From an optimization exercise on the open Yosys and OpenROAD flow, aimed at small area; shortcuts taken in it are not production practice. The RTL was checked by simulation tests, not by an equivalence proof against the original design.

==> tundra: inputs <==
==> flow/design.v <==
module freq_detector(
    input             clk,
    input             rst_n,
    input             pulse_in,
    output reg [18:0] freq
);
reg d1, d2, d3;
always @(posedge clk or negedge rst_n) begin
    if (!rst_n) begin
        d1 <= 1'b0;
        d2 <= 1'b0;
        d3 <= 1'b0;
    end else begin
        d1 <= pulse_in;
        d2 <= d1;
        d3 <= d2;
    end
end
wire st1 = d1 & ~d2;    
wire st2 = d2 & ~d3;    
wire st0 = ~st1 & ~st2;
reg  [19:0] cnt;
wire        sat = &cnt[19:15];
wire [20:0] ic;                  
wire [19:0] cnt_inc;
assign ic[0] = st0 & ~sat;
genvar i;
generate
    for (i = 0; i < 20; i = i + 1) begin : g_inc
        assign cnt_inc[i] = cnt[i] ^ ic[i];
        assign ic[i+1]    = cnt[i] & ic[i];
    end
endgenerate
always @(posedge clk or negedge rst_n) begin
    if (!rst_n)
        cnt <= 20'd0;
    else if (st2)
        cnt <= 20'd2;
    else
        cnt <= cnt_inc;
end
wire lt67 = ~|cnt[19:7] & (~cnt[6] | (~|cnt[5:2] & ~(cnt[1] & cnt[0])));
reg  [6:0]  Q;
reg  [12:0] R;
wire [6:0]  Qg = st1 ? 7'd0 : Q;
wire [13:0] bw;                  
wire [12:0] rd;
assign bw[0] = 1'b0;
generate
    for (i = 0; i < 13; i = i + 1) begin : g_rd
        if (i < 7) begin : g_lo
            assign rd[i]   = R[i] ^ Qg[i] ^ bw[i];
            assign bw[i+1] = (~R[i] & Qg[i]) | (~R[i] & bw[i]) | (Qg[i] & bw[i]);
        end else begin : g_hi
            assign rd[i]   = R[i] ^ bw[i];
            assign bw[i+1] = ~R[i] & bw[i];
        end
    end
endgenerate
wire        neg = bw[13];
wire [13:0] ac;
wire [12:0] radj;
assign ac[0] = 1'b1;
generate
    for (i = 0; i < 13; i = i + 1) begin : g_ra
        assign radj[i] = rd[i] ^ cnt[i] ^ ac[i];
        assign ac[i+1] = (rd[i] & cnt[i]) | (rd[i] & ac[i]) | (cnt[i] & ac[i]);
    end
endgenerate
wire [7:0] qc;
wire [6:0] Qdec;
assign qc[0] = neg;
generate
    for (i = 0; i < 7; i = i + 1) begin : g_qd
        assign Qdec[i] = Q[i] ^ qc[i];
        assign qc[i+1] = ~Q[i] & qc[i];
    end
endgenerate
wire [6:0]  Qn = lt67 ? 7'd72  : Qdec;
wire [12:0] Rn = lt67 ? 13'd58 : (neg ? radj : rd);
always @(posedge clk) begin
    Q <= Qn;
    R <= Rn;
end
reg  [19:0] SR;       
reg  [7:0]  qs;       
wire [19:0] rin = st0 ? {7'd0, Rn} : SR;
wire        cin = ~st0;               
wire [3:0]  cb  = {st0, st0, 1'b0, st0};    
wire [19:0] ncnt = ~cnt;
wire [19:0] r0, r1, r2, r3;
wire [3:0]  qb;
div_row u_r0 (.p({rin, cb[3]}), .nd(ncnt), .cin(cin), .q(qb[3]), .r(r0));
div_row u_r1 (.p({r0,  cb[2]}), .nd(ncnt), .cin(cin), .q(qb[2]), .r(r1));
div_row u_r2 (.p({r1,  cb[1]}), .nd(ncnt), .cin(cin), .q(qb[1]), .r(r2));
div_row u_r3 (.p({r2,  cb[0]}), .nd(ncnt), .cin(cin), .q(qb[0]), .r(r3));
always @(posedge clk) begin
    SR <= r3;
    qs <= {qs[3:0], qb};
end
always @(posedge clk or negedge rst_n) begin
    if (!rst_n)
        freq <= 19'd0;
    else if (st2 & ~lt67)
        freq <= {Q, qs, qb};
end
endmodule
module div_row(
    input  [20:0] p,
    input  [19:0] nd,
    input         cin,
    output        q,
    output [19:0] r
);
wire [20:0] c;
wire [19:0] s;
assign c[0] = cin;
genvar i;
generate
    for (i = 0; i < 20; i = i + 1) begin : g_b
        assign s[i]   = p[i] ^ nd[i] ^ c[i];
        assign c[i+1] = (p[i] & nd[i]) | (p[i] & c[i]) | (nd[i] & c[i]);
    end
endgenerate
assign q = p[20] | c[20];
assign r = q ? s : p[19:0];
endmodule
module top_freq_test (
    input wire         clk        ,
    input wire         rst_n      ,
    input wire         pulse_sig_1,
    input wire         pulse_sig_2,
    input wire         pulse_sig_3,
    input wire         pulse_sig_4,
    output wire [19:0] freq_out_1 ,
    output wire [19:0] freq_out_2 ,
    output wire [19:0] freq_out_3 ,
    output wire [19:0] freq_out_4
);
assign freq_out_1[19] = 1'b0;
assign freq_out_2[19] = 1'b0;
assign freq_out_3[19] = 1'b0;
assign freq_out_4[19] = 1'b0;
freq_detector u_freq_detector_0 (.clk(clk), .rst_n(rst_n), .pulse_in(pulse_sig_1), .freq(freq_out_1[18:0]));
freq_detector u_freq_detector_1 (.clk(clk), .rst_n(rst_n), .pulse_in(pulse_sig_2), .freq(freq_out_2[18:0]));
freq_detector u_freq_detector_2 (.clk(clk), .rst_n(rst_n), .pulse_in(pulse_sig_3), .freq(freq_out_3[18:0]));
freq_detector u_freq_detector_3 (.clk(clk), .rst_n(rst_n), .pulse_in(pulse_sig_4), .freq(freq_out_4[18:0]));
endmodule
==> flow/run.sh <==
#!/bin/bash
# synth_recipe.tcl (not shown) runs the flow's synth.tcl, then flattens the netlist and writes it again
# the make line also repeats each setting of config.mk as NAME=value (left out here)
make -C /OpenROAD-flow-scripts/flow DESIGN_CONFIG=/design/flow/config.mk WORK_HOME=/design/flow/orfs CLKGATE_MAP_FILE= SYNTH_SCRIPT=/design/flow/synth_recipe.tcl finish
==> flow/config.mk <==
export PLATFORM = sky130hd
export DESIGN_NAME = top_freq_test
export DESIGN_NICKNAME = top_freq_test
export VERILOG_FILES = /design/flow/design.v
export SDC_FILE = /design/flow/constraint.sdc
export NUM_CORES = 4
export LEC_CHECK = 0
export CAP_MARGIN = 40
export CORE_MARGIN = 2
export CORE_UTILIZATION = 35
export SLEW_MARGIN = 40
==> flow/constraint.sdc <==
create_clock -name core_clock -period 80.0 [get_ports {clk}]
set_input_delay 16.0000 -clock core_clock [delete_from_list [all_inputs] [get_ports {clk}]]
set_output_delay 16.0000 -clock core_clock [all_outputs]
set_load 0.01 [all_outputs]
==> inputs of fjord, as changes to tundra <==
==> flow/design.v (replaced) <==
module freq_detector(
    input             clk,
    input             rst_n,
    input             pulse_in,
    output reg [18:0] freq
);
reg d1, d2, d3;
always @(posedge clk or negedge rst_n) begin
    if (!rst_n) begin
        d1 <= 1'b0;
        d2 <= 1'b0;
        d3 <= 1'b0;
    end else begin
        d1 <= pulse_in;
        d2 <= d1;
        d3 <= d2;
    end
end
wire pre = pulse_in & ~d1;    
wire st1 = d1 & ~d2;          
wire st2 = d2 & ~d3;          
wire st0 = pre & ~st2;        
wire hold = pre | st1;
reg  [19:0] K;
wire        sat = &K[19:15];
wire [20:0] ic;
wire [19:0] K_inc;
assign ic[0] = ~hold & ~sat;
genvar i;
generate
    for (i = 0; i < 20; i = i + 1) begin : g_inc
        assign K_inc[i] = K[i] ^ ic[i];
        assign ic[i+1]  = K[i] & ic[i];
    end
endgenerate
always @(posedge clk or negedge rst_n) begin
    if (!rst_n)
        K <= 20'd1;
    else if (st2)
        K <= 20'd3;
    else
        K <= K_inc;
end
wire lt67 = ~|K[19:7] & (~K[6] | (~|K[5:2] & ~(K[1] & K[0])));
reg  [6:0]  Q;
reg  [19:0] X;
wire [13:0] bw;                  
wire [12:0] rd;
assign bw[0] = 1'b0;
generate
    for (i = 0; i < 13; i = i + 1) begin : g_rd
        if (i < 7) begin : g_lo
            assign rd[i]   = X[i] ^ Q[i] ^ bw[i];
            assign bw[i+1] = (~X[i] & Q[i]) | (~X[i] & bw[i]) | (Q[i] & bw[i]);
        end else begin : g_hi
            assign rd[i]   = X[i] ^ bw[i];
            assign bw[i+1] = ~X[i] & bw[i];
        end
    end
endgenerate
wire        neg = bw[13];
wire [13:0] ac;
wire [12:0] radj;
assign ac[0] = 1'b1;
generate
    for (i = 0; i < 13; i = i + 1) begin : g_ra
        assign radj[i] = rd[i] ^ K[i] ^ ac[i];
        assign ac[i+1] = (rd[i] & K[i]) | (rd[i] & ac[i]) | (K[i] & ac[i]);
    end
endgenerate
wire [7:0] qc;
wire [6:0] Qdec;
assign qc[0] = neg & ~hold;
generate
    for (i = 0; i < 7; i = i + 1) begin : g_qd
        assign Qdec[i] = Q[i] ^ qc[i];
        assign qc[i+1] = ~Q[i] & qc[i];
    end
endgenerate
wire [12:0] Rn = lt67 ? 13'd58 : (neg ? radj : rd);    
reg  [7:0]  qs;       
wire [3:0]  cb = {st0, st0, 1'b0, st0};    
wire [19:0] nK = ~K;
wire [19:0] r0, r1, r2, r3;
wire [3:0]  qb;
div_row u_r0 (.p({X,  cb[3]}), .nd(nK), .q(qb[3]), .r(r0));
div_row u_r1 (.p({r0, cb[2]}), .nd(nK), .q(qb[2]), .r(r1));
div_row u_r2 (.p({r1, cb[1]}), .nd(nK), .q(qb[1]), .r(r2));
div_row u_r3 (.p({r2, cb[0]}), .nd(nK), .q(qb[0]), .r(r3));
always @(posedge clk) begin
    Q  <= lt67 ? 7'd72 : Qdec;
    X  <= (st0 | st1) ? r3 : {7'd0, Rn};
    qs <= {qs[3:0], qb};
end
always @(posedge clk or negedge rst_n) begin
    if (!rst_n)
        freq <= 19'd0;
    else if (st2 & ~lt67)
        freq <= {Q, qs, qb};
end
endmodule
module div_row(
    input  [20:0] p,
    input  [19:0] nd,
    output        q,
    output [19:0] r
);
wire [20:0] c;
wire [19:0] s;
assign c[0] = 1'b1;
genvar i;
generate
    for (i = 0; i < 20; i = i + 1) begin : g_b
        assign s[i]   = p[i] ^ nd[i] ^ c[i];
        assign c[i+1] = (p[i] & nd[i]) | (p[i] & c[i]) | (nd[i] & c[i]);
    end
endgenerate
assign q = p[20] | c[20];
assign r = q ? s : p[19:0];
endmodule
module top_freq_test (
    input wire         clk        ,
    input wire         rst_n      ,
    input wire         pulse_sig_1,
    input wire         pulse_sig_2,
    input wire         pulse_sig_3,
    input wire         pulse_sig_4,
    output wire [19:0] freq_out_1 ,
    output wire [19:0] freq_out_2 ,
    output wire [19:0] freq_out_3 ,
    output wire [19:0] freq_out_4
);
assign freq_out_1[19] = 1'b0;
assign freq_out_2[19] = 1'b0;
assign freq_out_3[19] = 1'b0;
assign freq_out_4[19] = 1'b0;
freq_detector u_freq_detector_0 (.clk(clk), .rst_n(rst_n), .pulse_in(pulse_sig_1), .freq(freq_out_1[18:0]));
freq_detector u_freq_detector_1 (.clk(clk), .rst_n(rst_n), .pulse_in(pulse_sig_2), .freq(freq_out_2[18:0]));
freq_detector u_freq_detector_2 (.clk(clk), .rst_n(rst_n), .pulse_in(pulse_sig_3), .freq(freq_out_3[18:0]));
freq_detector u_freq_detector_3 (.clk(clk), .rst_n(rst_n), .pulse_in(pulse_sig_4), .freq(freq_out_4[18:0]));
endmodule
==> flow/config.mk (replaced) <==
export PLATFORM = sky130hd
export DESIGN_NAME = top_freq_test
export DESIGN_NICKNAME = top_freq_test
export VERILOG_FILES = /design/flow/design.v
export SDC_FILE = /design/flow/constraint.sdc
export NUM_CORES = 4
export LEC_CHECK = 0
export ABC_AREA = 1
export CAP_MARGIN = 0
export CORE_MARGIN = 2
export CORE_UTILIZATION = 50
export CTS_BUF_LIST = sky130_fd_sc_hd__clkbuf_8
export CTS_CLUSTER_DIAMETER = 60
export CTS_CLUSTER_SIZE = 16
export GPL_TIMING_DRIVEN = 0
export SLEW_MARGIN = 0
==> impl_metrics.json <==
{
  "initial_core_util": 0.504,
  "clkPwrFrac": 0.127,
  "status": "timing/DRC/antenna clean",
  "grt_pass1_wl_um": 106000,
  "met3_length_um": 3260
}
The numbers above come from fjord.

==> impl_metrics.json <==
{
  "status": "timing/DRC/antenna clean",
  "well_tap_count": 1050,
  "cp.arrival_ps": 41360,
  "grt_pass1_wl_um": 117000,
  "initial_core_util": 0.353,
  "met3_length_um": 3340,
  "clkPwrFrac": 0.227
}
The numbers above come from tundra.

[port drivers added, routing unchanged]
The flow's constraints put no driver on any port. The routed layouts listed below were extracted and timed again, unchanged, in two steps. Step 1: set_driving_cell puts a clkbuf_16 on clk and a buf_2 on each other input, an assumption about the parent block. Step 2 times the ports against the registers' clock, not the clock port: input delays grow and output delays shrink by t, the midpoint of the rising clock arrivals with the driver on. a / b / c = no drivers / after step 1 / after step 2; a / b = the first two.
run	t, ns	slack for setup (ns)	hold WS [ns]	slew at the worst register clock pin (ns)
tundra	0.652	39.131 / 39.131 / 39.131	0.345 / 0.345 / 0.345	0.06 / 0.06
fjord	0.677	27.965 / 27.988 / 27.311	0.356 / 0.356 / 0.356	0.10 / 0.10
After both steps setup and hold are still met in every run listed. The setup slack of fjord, which loses most, moves by +0.023 ns with the drivers and by -0.654 ns with both steps.
